Background: an optimization exercise with open tools, aiming at small area. Do not read the settings as production practice. Function was checked by simulation only, so behaviour that the tests miss may differ from the original. The flow treats the clock pin as an ideal source, which a real chip does not have.

== run A ==
// sd_cmd_engine
module sd_cmd_engine (
    input         clk,
    input         rst_n,
    input         soft_rst_n,
    input         command_ready,
    input         response_expected,
    input         long_response,
    input  [5:0]  command_index,
    input  [31:0] command_argument,
    input         sd_cmd_in,
    input         sd_dat0_in,
    output        sd_cmd_out,
    output        sd_cmd_oe,
    output        cmd_sending,
    output [31:0] response0,
    output [31:0] response1,
    output [31:0] response2,
    output [31:0] response3,
    output        resp_crc_err,
    output        end_command,
    output        end_command_and_response,
    output        response_timeout
);
reg         st_send, st_resp, st_c;
reg         oe;
reg   [7:0] cnt;
reg   [6:0] crc;
reg [119:0] resp;
wire idle      = !st_send && !st_resp;
wire wait_send = idle && st_c;
wire wait_recv = st_resp && !st_c;
wire receiving = st_resp && st_c;
wire send_last  = cnt[5] && cnt[4];
wire timeout    = wait_recv && cnt[6];
wire short_last = cnt[5] && (&cnt[3:0]);
wire long_last  = cnt[7] && cnt[3];
  ...
Size in the first run: roughly 240 cells after synthesis, roughly 180 I/O pins, ~4900 um^2 of cells after synthesis.
Settings: LEC_CHECK=0, CAP_MARGIN=20, CORE_MARGIN=2, CORE_UTILIZATION=60, PLACE_DENSITY=0.75, SLEW_MARGIN=20, SYNTH_HIERARCHICAL=1, SYNTH_MINIMUM_KEEP_SIZE=0; clock period 10.0 ns.
standard.sh (not shown) runs the stock make flow with config.mk's settings and CLKGATE_MAP_FILE= SYNTH_SCRIPT=/design/flow/synth_recipe.tcl, a recipe that flattens the netlist after the stock synthesis.
==> flow/flow/run.sh <==
#!/bin/bash
# Layout flow: the standard flow (standard.sh, unchanged synthesis), with
#  - port buffers of the smallest buffer cell (buf_1) instead of buffer_ports' default pick,
#  - one tie cell for the constant outputs (no per-pin tie copies),
#  - a clock tree of clkbuf_4 cells without dummy balancing loads; after CTS
#    (post_cts.tcl), downsize.tcl gives logic cells the smallest drive that keeps timing, and
#    cts_fix.tcl upsizes the clock buffers whose loads see a high slew.
# make's full output goes to make_finish.log; each ORFS step keeps its own log under orfs/logs/.
set -euo pipefail
here=$(pwd)
export BUFFER_PORTS_ARGS="-buffer_cell sky130_fd_sc_hd__buf_1"
export SKIP_REPAIR_TIE_FANOUT=1
export CTS_ARGS="-sink_clustering_enable -repair_clock_nets -dont_use_dummy_load -buf_list sky130_fd_sc_hd__clkbuf_4"
export POST_CTS_TCL="$here/flow/post_cts.tcl"
bash standard.sh finish > make_finish.log 2>&1
==> flow/flow/cts_fix.tcl <==
# Upsize clock-tree buffers whose output slew (placement estimate) is high,
# so every flip-flop clock pin stays well inside the slew limit.
estimate_parasitics -placement
set n_up 0
foreach inst [get_cells *] {
  if {[get_property $inst ref_name] eq "sky130_fd_sc_hd__clkbuf_4"} {
    set worst 0
    foreach pin [get_pins -of_objects [get_nets -of_objects [get_pins -of_objects $inst -filter "direction == output"]]] {
      set s [get_property $pin slew_max]
      if {$s > $worst} { set worst $s }
    }
    if {$worst > 0.105} {
      replace_cell $inst [get_lib_cells */sky130_fd_sc_hd__clkbuf_8]
      incr n_up
    }
  }
}
puts "clock buffers upsized: $n_up"
detailed_placement
check_placement -verbose
==> flow/flow/downsize.tcl <==
# Downsize logic cells: replace each combinational cell by the smallest-area
# cell of the same function (sky130hd drive variants) that keeps every slew
# and capacitance limit, load slews under max_load_slew, setup slack above
# min_setup and hold slack above min_hold. Clock buffers, flip-flops, port
# buffers and physical cells are left alone.
set max_load_slew 0.75
set min_setup 2.0e-9
set min_hold 0.05e-9
estimate_parasitics -placement
set lib_area {}
foreach lc [get_lib_cells */sky130_fd_sc_hd__*] {
  dict set lib_area [get_name $lc] [get_property $lc area]
}
proc variants {master} {
  global lib_area
  if {![regexp {^(sky130_fd_sc_hd__[a-z0-9]+)_[0-9]+$} $master -> base]} { return {} }
  set out {}
  dict for {name a} $lib_area {
    if {[regexp "^${base}_\[0-9\]+\$" $name]} { lappend out [list $name $a] }
  }
  return [lsort -real -index 1 $out]
}
proc load_slew_ok {inst} {
  global max_load_slew
  foreach opin [get_pins -of_objects $inst -filter "direction == output"] {
    set net [get_nets -of_objects $opin]
    if {$net eq ""} { continue }
    foreach pin [get_pins -of_objects $net -filter "direction == input"] {
      if {[get_property $pin slew_max] > $max_load_slew} { return 0 }
    }
  }
  return 1
}
proc design_ok {} {
  global min_setup min_hold
  if {[sta::max_slew_violation_count] > 0} { return 0 }
  if {[sta::max_capacitance_violation_count] > 0} { return 0 }
  if {[sta::worst_slack_cmd max] < $min_setup} { return 0 }
  if {[sta::worst_slack_cmd min] < $min_hold} { return 0 }
  return 1
}
set saved 0.0
foreach inst [get_cells *] {
  set master [get_property $inst ref_name]
  if {[regexp {clkbuf|clkinv|df|dl|tap|fill|decap|conb} $master]} { continue }
  if {[string match "sky130_fd_sc_hd__buf_1" $master]} { continue }
  set cur_area [dict get $lib_area $master]
  foreach v [variants $master] {
    lassign $v name a
    if {$a >= $cur_area} { break }
    replace_cell $inst [get_lib_cells */$name]
    if {[load_slew_ok $inst] && [design_ok]} {
      set saved [expr {$saved + $cur_area - $a}]
      puts "downsized [get_full_name $inst]: $master -> $name"
      break
    }
    replace_cell $inst [get_lib_cells */$master]
  }
}
puts "downsizing saved $saved um2"
detailed_placement
check_placement -verbose
Other scripts of this flow, unchanged in this note and not shown: flow/flow/post_cts.tcl
What ended run A was a tool error in clock tree synthesis (4_1_cts); the run never finished.
Input changes introduced in run B (baseline for comparison: run A):
-- flow/flow/downsize.tcl --
<<< run A, line 6
set max_load_slew 0.75
set min_setup 2.0e-9
set min_hold 0.05e-9
>>> run B, line 6
set ::max_load_slew 0.75
set ::min_setup 2.0e-9
set ::min_hold 0.05e-9
<<< run A, line 10
set lib_area {}
>>> run B, line 10
set ::lib_area {}
<<< run A, line 12
  dict set lib_area [get_name $lc] [get_property $lc area]
>>> run B, line 12
  dict set ::lib_area [get_name $lc] [get_property $lc area]
<<< run A, line 15
  global lib_area
  if {![regexp {^(sky130_fd_sc_hd__[a-z0-9]+)_[0-9]+$} $master -> base]} { return {} }
>>> run B, line 15
    if {![regexp {^(sky130_fd_sc_hd__[a-z0-9]+)_[0-9]+$} $master -> base]} { return {} }
<<< run A, line 18
  dict for {name a} $lib_area {
>>> run B, line 17
  dict for {name a} $::lib_area {
<<< run A, line 24
  global max_load_slew
  foreach opin [get_pins -of_objects $inst -filter "direction == output"] {
>>> run B, line 23
    foreach opin [get_pins -of_objects $inst -filter "direction == output"] {
<<< run A, line 29
      if {[get_property $pin slew_max] > $max_load_slew} { return 0 }
>>> run B, line 27
      if {[get_property $pin slew_max] > $::max_load_slew} { return 0 }
<<< run A, line 35
  global min_setup min_hold
>>> run B, line 33
<<< run A, line 38
  if {[sta::worst_slack_cmd max] < $min_setup} { return 0 }
  if {[sta::worst_slack_cmd min] < $min_hold} { return 0 }
>>> run B, line 35
  if {[sta::worst_slack_cmd max] < $::min_setup} { return 0 }
  if {[sta::worst_slack_cmd min] < $::min_hold} { return 0 }
<<< run A, line 47
  set cur_area [dict get $lib_area $master]
>>> run B, line 44
  set cur_area [dict get $::lib_area $master]
Results
Run B: full flow OK, the timing, design-rule and antenna checks passed. Compared with run A, in run B I/O pin total closely matched the old numbers, die height comparable, floorplan row count now sits at about the same level. As far as number of nets in the synthesized netlist goes, run A and run B are indistinguishable; the numbers are identical. As far as cell count after synthesis goes, run B and run A are indistinguishable; the numbers are identical. Clock sink total came out exactly the same in run A and run B.
Here is what was changed in the inputs of run C compared with run B.
# run B
export LEC_CHECK = 0
export CAP_MARGIN = 20
export CORE_MARGIN = 2
export CORE_UTILIZATION = 60
export PLACE_DENSITY = 0.75
export SLEW_MARGIN = 20
export SYNTH_HIERARCHICAL = 1
export SYNTH_MINIMUM_KEEP_SIZE = 0
create_clock -name core_clock -period 10.0 [get_ports {clk}]
# run C
export LEC_CHECK = 0
export CAP_MARGIN = 20
export CORE_MARGIN = 2
export CORE_UTILIZATION = 75
export PLACE_DENSITY = 0.88
export SLEW_MARGIN = 20
export SYNTH_HIERARCHICAL = 1
export SYNTH_MINIMUM_KEEP_SIZE = 0
create_clock -name core_clock -period 10.0 [get_ports {clk}]
-- flow/flow/run.sh --
<<< run B, line 7
#    cts_fix.tcl upsizes the clock buffers whose loads see a high slew.
>>> run C, line 7
#    cts_fix.tcl sizes each leaf clock buffer to the smallest clkbuf that keeps the
#    flip-flop clock slew low.
==> flow/flow/cts_fix.tcl <==
set ::slew_target 0.112
set ::leaf_sizes {sky130_fd_sc_hd__clkbuf_1 sky130_fd_sc_hd__clkbuf_2 sky130_fd_sc_hd__clkbuf_4 sky130_fd_sc_hd__clkbuf_8 sky130_fd_sc_hd__clkbuf_16}
proc clk_load_pins {inst} {
  return [get_pins -of_objects [get_nets -of_objects [get_pins -of_objects $inst -filter "direction == output"]] -filter "direction == input"]
}
proc clk_load_slew {inst} {
  set worst 0
  foreach pin [clk_load_pins $inst] {
    set s [get_property $pin slew_max]
    if {$s > $worst} { set worst $s }
  }
  return $worst
}
estimate_parasitics -placement
foreach inst [get_cells *] {
  if {![string match "sky130_fd_sc_hd__clkbuf_*" [get_property $inst ref_name]]} { continue }
  set leaf 1
  foreach pin [clk_load_pins $inst] {
    if {[string match "sky130_fd_sc_hd__clkbuf_*" [get_property [get_cells -of_objects $pin] ref_name]]} { set leaf 0 }
  }
  if {!$leaf} { continue }
  set orig [get_property $inst ref_name]
  foreach m $::leaf_sizes {
    replace_cell $inst [get_lib_cells */$m]
    if {[clk_load_slew $inst] <= $::slew_target} { break }
  }
  puts "leaf clock buffer [get_full_name $inst]: $orig -> [get_property $inst ref_name], load slew [clk_load_slew $inst]"
}
detailed_placement
check_placement -verbose
==> run summary <==
In the reports for run C and run B, the smaller register-to-register slack belongs to run B.
When run C is measured against run B, its DRC marker count from the first detailed-route iteration turns out 76 higher.
Run C vs run B: final area down slightly
Relative to run B, the count of placed standard cells including taps of run C is lower by 28.
Of run C and run B, the higher setup slack belongs to run B.
Total routed wire length on the met1 layer for run C is lower than for run B.

## what the ideal ports hide
The flow's constraints put no driver on any port. The routed layouts listed below were extracted and timed again, unchanged, in two steps.
Step 1: set_driving_cell puts a clkbuf_16 on clk and a buf_2 on each other input, an assumption about the parent block.
Step 2, shift: input delay + t, output delay - t, t = (earliest + latest rising clock arrival at the registers) / 2. This alone moves slack from input paths to output paths.
Three values: ideal ports, drivers, drivers and shift; two values: the first two.
run | t (ns) | slack for setup (ns) | worst hold slack (ns) | worst setup path after step 2 | latest minus earliest clock arrival (ns)
run B | 0.407 | 4.215 / 4.192 / 4.192 | 0.434 / 0.434 / 0.434 | input to output | 0.037 / 0.036
run C | 0.484 | 4.200 / 4.177 / 4.177 | 0.422 / 0.422 / 0.422 | input to output | 0.058 / 0.058
After both steps setup and hold are still met in every run listed.
